Source: an optimization exercise on an open RTL-to-GDS flow (aim: small area). Production flows keep margins and buffers that such runs may drop. Function was checked by simulation only, so behaviour that the tests miss may differ from the original. No driver is modelled on the clock port, so clocking that relies on it looks cheaper here than on a real chip. No activity file was given, so power comes from the tool's default toggle rates.

==> sierra: inputs <==
==> flow/design.v <==
module multiple (
    input CLOCK_50,        
    input rst,             
    input UART_RXD,        
    output UART_TXD,       
    input SWITCH_1,        
    output [7:0] lcd_data, 
    output lcd_rs,         
    output lcd_rw,         
    output lcd_en          
);
    reg       rx_busy;
    reg [8:0] rx_sr;
    reg [8:0] rx_baud;
    wire rx_tick  = (rx_baud == 9'd325);
    wire rx_ready = !rx_busy & rx_sr[0];
    wire [7:0] rx_data = rx_sr[8:1];
    always @(posedge CLOCK_50) begin
        if (rst)
            rx_busy <= 1'b0;
        else if (!rx_busy)
            rx_busy <= !UART_RXD;
        else if (rx_tick && rx_sr[0])
            rx_busy <= 1'b0;
    end
    always @(posedge CLOCK_50) begin
        if (rst)
            rx_sr[0] <= 1'b0;
        else if (!rx_busy) begin
            if (!UART_RXD) rx_sr[0] <= 1'b0;
        end else if (rx_tick && !rx_sr[0])
            rx_sr[0] <= rx_sr[1];
    end
    always @(posedge CLOCK_50) begin
        if (!rx_busy) begin
            if (!UART_RXD) rx_sr[8:1] <= 8'h80;
            rx_baud <= 9'd349;    
        end else if (rx_tick) begin
            rx_baud <= 9'd0;
            if (!rx_sr[0]) rx_sr[8:1] <= {UART_RXD, rx_sr[8:2]};
        end else
            rx_baud <= rx_baud + 9'd1;
    end
    reg [127:0] mb;
    reg [3:0]   idx;
    reg         wrapped;
    reg         w15;
    wire at15 = &idx;
    wire rot  = rx_ready | at15;
    wire [7:0] rot_in = rx_ready ? rx_data : mb[7:0];
    wire entry_valid = wrapped & (!at15 | w15);
    always @(posedge CLOCK_50)
        if (rot) mb <= {rot_in, mb[127:8]};
    always @(posedge CLOCK_50) begin
        if (rst) begin
            idx <= 4'd0;
            wrapped <= 1'b0;
            w15 <= 1'b0;
        end else begin
            if (rot) idx <= idx + 4'd1;
            if (at15) wrapped <= 1'b1;
            if (at15 & rx_ready) w15 <= 1'b1;
        end
    end
    reg [4:0] div;
    reg [9:0] cnt;
    reg       lcd_w;
    reg [7:0] data_q;
    wire tick = div[4] & div[1] & div[0];
    wire done = lcd_w & cnt[9];
    wire wr_tick = tick & lcd_w & !cnt[9] & rx_ready;
    wire cnt_en = tick & (!lcd_w | (rx_ready & !cnt[9]));
    wire [10:0] cnt_inc = {1'b0, cnt} + 11'd1;
    wire low_wrap = (&cnt[4:0]) & (lcd_w | (&cnt[9:5]));
    always @(posedge CLOCK_50) begin
        if (rst)
            div <= 5'd10;
        else if (tick)
            div <= 5'd0;
        else
            div <= div + 5'd1;
    end
    always @(posedge CLOCK_50) begin
        if (rst) begin
            cnt <= 10'd22;
            lcd_w <= 1'b0;
        end else if (cnt_en) begin
            cnt <= {cnt_inc[9:5], low_wrap ? 5'd11 : cnt_inc[4:0]};
            if (cnt_inc[10]) lcd_w <= 1'b1;
        end
    end
    always @(posedge CLOCK_50) begin
        if (rst)
            data_q <= 8'h00;
        else if (wr_tick)
            data_q <= entry_valid ? mb[7:0] : 8'h00;
    end
    assign lcd_data = data_q;
    assign lcd_en = lcd_w & (cnt[4:0] != 5'd11);
    assign lcd_rs = lcd_w & ((cnt[4:0] != 5'd11) | (|cnt[9:5]));
    assign lcd_rw = 1'b0;
    reg [1:0] st;
    reg       sel;
    reg       tx_start;
    reg       tx_busy;
    always @(posedge CLOCK_50) begin
        if (rst) begin
            st <= 2'b00;
            tx_start <= 1'b0;
        end else if (SWITCH_1) begin
            if (!st[0]) begin
                if (!tx_busy) begin
                    tx_start <= 1'b1;
                    st[0] <= 1'b1;
                end
            end else if (tx_busy)
                tx_start <= 1'b0;
            else
                st <= {~st[1], 1'b0};
        end else
            st <= 2'b00;
    end
    always @(posedge CLOCK_50)
        if (SWITCH_1 && !st[0] && !tx_busy) sel <= st[1];
    reg       tx_sel;
    reg [3:0] tx_bc;
    reg [8:0] tx_baud;
    wire tx_tick = tx_baud[8] & tx_baud[6] & tx_baud[2] & tx_baud[0];  
    always @(posedge CLOCK_50) begin
        if (rst)
            tx_busy <= 1'b0;
        else if (!tx_busy)
            tx_busy <= tx_start;
        else if (tx_tick && tx_bc == 4'd9)
            tx_busy <= 1'b0;
    end
    always @(posedge CLOCK_50) begin
        if (!tx_busy) begin
            tx_sel <= sel;
            tx_bc <= 4'd0;
            tx_baud <= 9'd0;
        end else if (tx_tick) begin
            tx_baud <= 9'd0;
            tx_bc <= tx_bc + 4'd1;
        end else
            tx_baud <= tx_baud + 9'd1;
    end
    reg tx_bit;
    always @(*) begin
        case (tx_bc)
            4'd2: tx_bit = !tx_sel;
            4'd3: tx_bit = tx_sel;
            4'd5, 4'd6, 4'd9: tx_bit = 1'b1;
            default: tx_bit = 1'b0;
        endcase
    end
    assign UART_TXD = !tx_busy | tx_bit;
endmodule
==> flow/run.sh <==
#!/bin/bash
# synth_recipe.tcl (not shown) runs the flow's synth.tcl, then flattens the netlist and writes it again
# the make line also repeats each setting of config.mk as NAME=value (left out here)
make -C /OpenROAD-flow-scripts/flow DESIGN_CONFIG=/design/flow/config.mk WORK_HOME=/design/flow/orfs CLKGATE_MAP_FILE= SYNTH_SCRIPT=/design/flow/synth_recipe.tcl finish
==> flow/config.mk <==
export PLATFORM = sky130hd
export DESIGN_NAME = multiple
export DESIGN_NICKNAME = multiple
export VERILOG_FILES = /design/flow/design.v
export SDC_FILE = /design/flow/constraint.sdc
export NUM_CORES = 4
export LEC_CHECK = 0
export CAP_MARGIN = 20
export CORE_MARGIN = 2
export CORE_UTILIZATION = 40
export SLEW_MARGIN = 20
==> flow/constraint.sdc <==
create_clock -name core_clock -period 10.0 [get_ports {CLOCK_50}]
set_input_delay 2.0000 -clock core_clock [delete_from_list [all_inputs] [get_ports {CLOCK_50}]]
set_output_delay 2.0000 -clock core_clock [all_outputs]
set_load 0.01 [all_outputs]
==> inputs of juniper, as changes to sierra <==
--- a/flow/design.v
+++ b/flow/design.v
@@ -12,7 +12,7 @@
     reg       rx_busy;
     reg [8:0] rx_sr;
     reg [8:0] rx_baud;
-    wire rx_tick  = (rx_baud == 9'd325);
+    wire rx_tick  = (rx_baud == 9'd28);    
     wire rx_ready = !rx_busy & rx_sr[0];
     wire [7:0] rx_data = rx_sr[8:1];
     always @(posedge CLOCK_50) begin
@@ -34,12 +34,12 @@
     always @(posedge CLOCK_50) begin
         if (!rx_busy) begin
             if (!UART_RXD) rx_sr[8:1] <= 8'h80;
-            rx_baud <= 9'd349;    
+            rx_baud <= 9'd82;     
         end else if (rx_tick) begin
             rx_baud <= 9'd0;
             if (!rx_sr[0]) rx_sr[8:1] <= {UART_RXD, rx_sr[8:2]};
         end else
-            rx_baud <= rx_baud + 9'd1;
+            rx_baud <= {rx_baud[7:0], ~(rx_baud[8] ^ rx_baud[4])};
     end
     reg [127:0] mb;
     reg [3:0]   idx;
@@ -66,38 +66,42 @@
     reg [9:0] cnt;
     reg       lcd_w;
     reg [7:0] data_q;
-    wire tick = div[4] & div[1] & div[0];
-    wire done = lcd_w & cnt[9];
-    wire wr_tick = tick & lcd_w & !cnt[9] & rx_ready;
-    wire cnt_en = tick & (!lcd_w | (rx_ready & !cnt[9]));
-    wire [10:0] cnt_inc = {1'b0, cnt} + 11'd1;
-    wire low_wrap = (&cnt[4:0]) & (lcd_w | (&cnt[9:5]));
+    wire tick = (div == 5'd29);                  
+    wire [4:0] lo = cnt[4:0];
+    wire [4:0] hi = cnt[9:5];
+    wire done = (hi == 5'd23);                   
+    wire lo_wrap = (lo == 5'd27);                
+    wire init_end = (cnt == 10'd712);            
+    wire wr_tick = tick & lcd_w & !done & rx_ready;
+    wire [4:0] lo_next = lo_wrap ? 5'd0 : {lo[3:0], ~(lo[4] ^ lo[2])};
+    wire [4:0] hi_next = lo_wrap ? {hi[3:0], ~(hi[4] ^ hi[2])} : hi;
     always @(posedge CLOCK_50) begin
         if (rst)
-            div <= 5'd10;
+            div <= 5'd17;                        
         else if (tick)
             div <= 5'd0;
         else
-            div <= div + 5'd1;
+            div <= {div[3:0], ~(div[4] ^ div[2])};
     end
     always @(posedge CLOCK_50) begin
         if (rst) begin
-            cnt <= 10'd22;
+            cnt <= 10'd0;
             lcd_w <= 1'b0;
-        end else if (cnt_en) begin
-            cnt <= {cnt_inc[9:5], low_wrap ? 5'd11 : cnt_inc[4:0]};
-            if (cnt_inc[10]) lcd_w <= 1'b1;
-        end
+        end else if (tick && !lcd_w) begin
+            if (init_end) begin
+                lcd_w <= 1'b1;
+                cnt <= 10'd0;
+            end else
+                cnt <= {cnt[8:0], ~(cnt[9] ^ cnt[6])};
+        end else if (wr_tick)
+            cnt <= {hi_next, lo_next};
     end
-    always @(posedge CLOCK_50) begin
-        if (rst)
-            data_q <= 8'h00;
-        else if (wr_tick)
+    always @(posedge CLOCK_50)
+        if (wr_tick)
             data_q <= entry_valid ? mb[7:0] : 8'h00;
-    end
-    assign lcd_data = data_q;
-    assign lcd_en = lcd_w & (cnt[4:0] != 5'd11);
-    assign lcd_rs = lcd_w & ((cnt[4:0] != 5'd11) | (|cnt[9:5]));
+    assign lcd_data = data_q & {8{lcd_rs}};
+    assign lcd_en = lcd_w & (|lo);
+    assign lcd_rs = lcd_w & (|cnt);
     assign lcd_rw = 1'b0;
     reg [1:0] st;
     reg       sel;
@@ -125,7 +129,7 @@
     reg       tx_sel;
     reg [3:0] tx_bc;
     reg [8:0] tx_baud;
-    wire tx_tick = tx_baud[8] & tx_baud[6] & tx_baud[2] & tx_baud[0];  
+    wire tx_tick = (tx_baud == 9'd28);           
     always @(posedge CLOCK_50) begin
         if (rst)
             tx_busy <= 1'b0;
@@ -141,16 +145,16 @@
             tx_baud <= 9'd0;
         end else if (tx_tick) begin
             tx_baud <= 9'd0;
-            tx_bc <= tx_bc + 4'd1;
+            tx_bc <= {tx_bc[2:0], ~(tx_bc[3] ^ tx_bc[2])};
         end else
-            tx_baud <= tx_baud + 9'd1;
+            tx_baud <= {tx_baud[7:0], ~(tx_baud[8] ^ tx_baud[4])};
     end
     reg tx_bit;
     always @(*) begin
         case (tx_bc)
-            4'd2: tx_bit = !tx_sel;
-            4'd3: tx_bit = tx_sel;
-            4'd5, 4'd6, 4'd9: tx_bit = 1'b1;
+            4'd3: tx_bit = !tx_sel;              
+            4'd7: tx_bit = tx_sel;               
+            4'd13, 4'd11, 4'd9: tx_bit = 1'b1;   
             default: tx_bit = 1'b0;
         endcase
     end
==> flow/flow/run.sh (new file) <==
#!/bin/bash
# Standard ORFS flow (the standard.sh) with these layout options changed:
#  - port buffers use sky130_fd_sc_hd__buf_1;
#  - the clock tree uses clkbuf_4 and no dummy loads; after CTS, leaf
#    buffers whose sinks would see too slow a clock edge become clkbuf_8
#    (flow/resize_clk.tcl, run as ORFS's POST_CTS_TCL hook).
# Each tool's output goes to ORFS's own logs; make's output to flow.log.
HERE=$(pwd)
bash standard.sh \
  "BUFFER_PORTS_ARGS=-buffer_cell sky130_fd_sc_hd__buf_1" \
  "CTS_ARGS=-sink_clustering_enable -repair_clock_nets -dont_use_dummy_load -buf_list sky130_fd_sc_hd__clkbuf_4" \
  "POST_CTS_TCL=$HERE/flow/resize_clk.tcl" \
  finish > flow.log 2>&1
==> flow/flow/resize_clk.tcl (new file) <==
# Upsize clock-tree buffers whose flip-flop sinks see a slew above the threshold.
set_propagated_clock [all_clocks]
estimate_parasitics -placement
set changed 0
foreach inst [get_cells *] {
  set m [get_property $inst ref_name]
  if {$m == "sky130_fd_sc_hd__clkbuf_4"} {
    set out [get_pins -of_objects $inst -filter "direction==output"]
    set net [get_nets -of_objects $out]
    set w 0
    foreach p [get_pins -of_objects $net -filter "direction==input"] {
      set s [get_property $p slew_max]
      if {$s > $w} { set w $s }
    }
    if {$w > 0.126} {
      replace_cell $inst sky130_fd_sc_hd__clkbuf_8
      incr changed
      puts "resize_clk: [get_property $inst name] worst sink slew $w -> clkbuf_8"
    }
  }
}
puts "resize_clk: upsized $changed clock buffers"
if {$changed > 0} {
  detailed_placement
  check_placement -verbose
  estimate_parasitics -placement
}
==> flow/standard.sh (new file) <==
#!/bin/bash
# synth_recipe.tcl (not shown) runs the flow's synth.tcl, then flattens the netlist and writes it again
# the make line also repeats each setting of config.mk as NAME=value (left out here)
make -C /OpenROAD-flow-scripts/flow DESIGN_CONFIG=/design/flow/config.mk WORK_HOME=/design/flow/orfs CLKGATE_MAP_FILE= SYNTH_SCRIPT=/design/flow/synth_recipe.tcl "${@:-finish}"
- CORE_UTILIZATION: 40 -> 65
- CTS_BUF_LIST: unset -> sky130_fd_sc_hd__clkbuf_4
removed: flow/run.sh
==> inputs of garnet, as changes to sierra <==
--- a/flow/design.v
+++ b/flow/design.v
@@ -12,7 +12,7 @@
     reg       rx_busy;
     reg [8:0] rx_sr;
     reg [8:0] rx_baud;
-    wire rx_tick  = (rx_baud == 9'd325);
+    wire rx_tick  = (rx_baud == 9'd28);    
     wire rx_ready = !rx_busy & rx_sr[0];
     wire [7:0] rx_data = rx_sr[8:1];
     always @(posedge CLOCK_50) begin
@@ -34,12 +34,12 @@
     always @(posedge CLOCK_50) begin
         if (!rx_busy) begin
             if (!UART_RXD) rx_sr[8:1] <= 8'h80;
-            rx_baud <= 9'd349;    
+            rx_baud <= 9'd82;     
         end else if (rx_tick) begin
             rx_baud <= 9'd0;
             if (!rx_sr[0]) rx_sr[8:1] <= {UART_RXD, rx_sr[8:2]};
         end else
-            rx_baud <= rx_baud + 9'd1;
+            rx_baud <= {rx_baud[7:0], ~(rx_baud[8] ^ rx_baud[4])};
     end
     reg [127:0] mb;
     reg [3:0]   idx;
@@ -66,28 +66,35 @@
     reg [9:0] cnt;
     reg       lcd_w;
     reg [7:0] data_q;
-    wire tick = div[4] & div[1] & div[0];
-    wire done = lcd_w & cnt[9];
-    wire wr_tick = tick & lcd_w & !cnt[9] & rx_ready;
-    wire cnt_en = tick & (!lcd_w | (rx_ready & !cnt[9]));
-    wire [10:0] cnt_inc = {1'b0, cnt} + 11'd1;
-    wire low_wrap = (&cnt[4:0]) & (lcd_w | (&cnt[9:5]));
+    wire tick = (div == 5'd29);                  
+    wire [4:0] lo = cnt[4:0];
+    wire [4:0] hi = cnt[9:5];
+    wire done = (hi == 5'd23);                   
+    wire lo_wrap = (lo == 5'd27);                
+    wire init_end = (cnt == 10'd712);            
+    wire wr_tick = tick & lcd_w & !done & rx_ready;
+    wire [4:0] lo_next = lo_wrap ? 5'd0 : {lo[3:0], ~(lo[4] ^ lo[2])};
+    wire [4:0] hi_next = lo_wrap ? {hi[3:0], ~(hi[4] ^ hi[2])} : hi;
     always @(posedge CLOCK_50) begin
         if (rst)
-            div <= 5'd10;
+            div <= 5'd17;                        
         else if (tick)
             div <= 5'd0;
         else
-            div <= div + 5'd1;
+            div <= {div[3:0], ~(div[4] ^ div[2])};
     end
     always @(posedge CLOCK_50) begin
         if (rst) begin
-            cnt <= 10'd22;
+            cnt <= 10'd0;
             lcd_w <= 1'b0;
-        end else if (cnt_en) begin
-            cnt <= {cnt_inc[9:5], low_wrap ? 5'd11 : cnt_inc[4:0]};
-            if (cnt_inc[10]) lcd_w <= 1'b1;
-        end
+        end else if (tick && !lcd_w) begin
+            if (init_end) begin
+                lcd_w <= 1'b1;
+                cnt <= 10'd0;
+            end else
+                cnt <= {cnt[8:0], ~(cnt[9] ^ cnt[6])};
+        end else if (wr_tick)
+            cnt <= {hi_next, lo_next};
     end
     always @(posedge CLOCK_50) begin
         if (rst)
@@ -96,8 +103,8 @@
             data_q <= entry_valid ? mb[7:0] : 8'h00;
     end
     assign lcd_data = data_q;
-    assign lcd_en = lcd_w & (cnt[4:0] != 5'd11);
-    assign lcd_rs = lcd_w & ((cnt[4:0] != 5'd11) | (|cnt[9:5]));
+    assign lcd_en = lcd_w & (|lo);
+    assign lcd_rs = lcd_w & (|cnt);
     assign lcd_rw = 1'b0;
     reg [1:0] st;
     reg       sel;
@@ -125,7 +132,7 @@
     reg       tx_sel;
     reg [3:0] tx_bc;
     reg [8:0] tx_baud;
-    wire tx_tick = tx_baud[8] & tx_baud[6] & tx_baud[2] & tx_baud[0];  
+    wire tx_tick = (tx_baud == 9'd28);           
     always @(posedge CLOCK_50) begin
         if (rst)
             tx_busy <= 1'b0;
@@ -141,16 +148,16 @@
             tx_baud <= 9'd0;
         end else if (tx_tick) begin
             tx_baud <= 9'd0;
-            tx_bc <= tx_bc + 4'd1;
+            tx_bc <= {tx_bc[2:0], ~(tx_bc[3] ^ tx_bc[2])};
         end else
-            tx_baud <= tx_baud + 9'd1;
+            tx_baud <= {tx_baud[7:0], ~(tx_baud[8] ^ tx_baud[4])};
     end
     reg tx_bit;
     always @(*) begin
         case (tx_bc)
-            4'd2: tx_bit = !tx_sel;
-            4'd3: tx_bit = tx_sel;
-            4'd5, 4'd6, 4'd9: tx_bit = 1'b1;
+            4'd3: tx_bit = !tx_sel;              
+            4'd7: tx_bit = tx_sel;               
+            4'd13, 4'd11, 4'd9: tx_bit = 1'b1;   
             default: tx_bit = 1'b0;
         endcase
     end
- CTS_BUF_LIST: unset -> sky130_fd_sc_hd__clkbuf_8
==> qor summary <==
quantity                                                                  juniper                   garnet                   sierra
Share of the synthesized area in the top cell type                         65.85%                   61.87%                   60.22%
Worst-skew pair later-pin latency                                         0.43 ns                  0.45 ns                  0.42 ns
Cell area after synthesis                                               6658 um^2                6698 um^2                6882 um^2
Largest stage delay on the critical path                                  0.40 ns                  0.47 ns                  0.49 ns
Count of unique library cells instantiated by Yosys                            38                       46                       54
Proportion of final cell area spent on non-clock buffers                  0.9631%                   2.113%                   2.106%
Count of filler cells inserted in the layout                                  669                     1446                     1440
Run status                                                complete, no violations  complete, no violations  complete, no violations
Area of the die                                                        11070 um^2               17800 um^2               18270 um^2
Fraction of standard cell area in multi-input logic                        17.37%                   17.24%                   19.07%
Worst Tran Pin Value                                                    0.9481 ns                0.8259 ns                0.8059 ns
Total net switching power                                               0.2199 mW                0.2913 mW                0.3138 mW
Power in the clock group                                                 0.303 mW                 0.574 mW                 0.707 mW
Post-synthesis instance total                                                 401                      430                      437
Cell occurring most often along the worst timing path      sky130_fd_sc_hd__or3_1   sky130_fd_sc_hd__or3_1                        -
Routability cong.                                                          0.7031                   0.7336                   0.8316
Clock buffer instance count of the final layout                                17                       17                       18

-- what the ideal ports hide --
The results above use ideal ports. As a check the final layouts listed here were re-extracted and re-timed, cells and wires unchanged.
Step 1, drivers: a clkbuf_16 drives CLOCK_50 and a buf_2 each remaining input, both assumed.
Step 2 times the ports against the registers' clock, not the clock port: input delays grow and output delays shrink by t, the midpoint of the rising clock arrivals with the driver on.
a / b / c = no drivers / after step 1 / after step 2; a / b = the first two.
| run | t (ns) | slack for setup (ns) | worst slew at a driven data input, ns |
|---|---|---|---|
| sierra | 0.459 | 5.734 / 5.694 / 6.152 | 0.04 |
| juniper | 0.443 | 5.778 / 5.747 / 6.190 | 0.03 |
| garnet | 0.477 | 5.667 / 5.631 / 6.109 | 0.03 |
After both steps setup and hold are still met in every run listed.
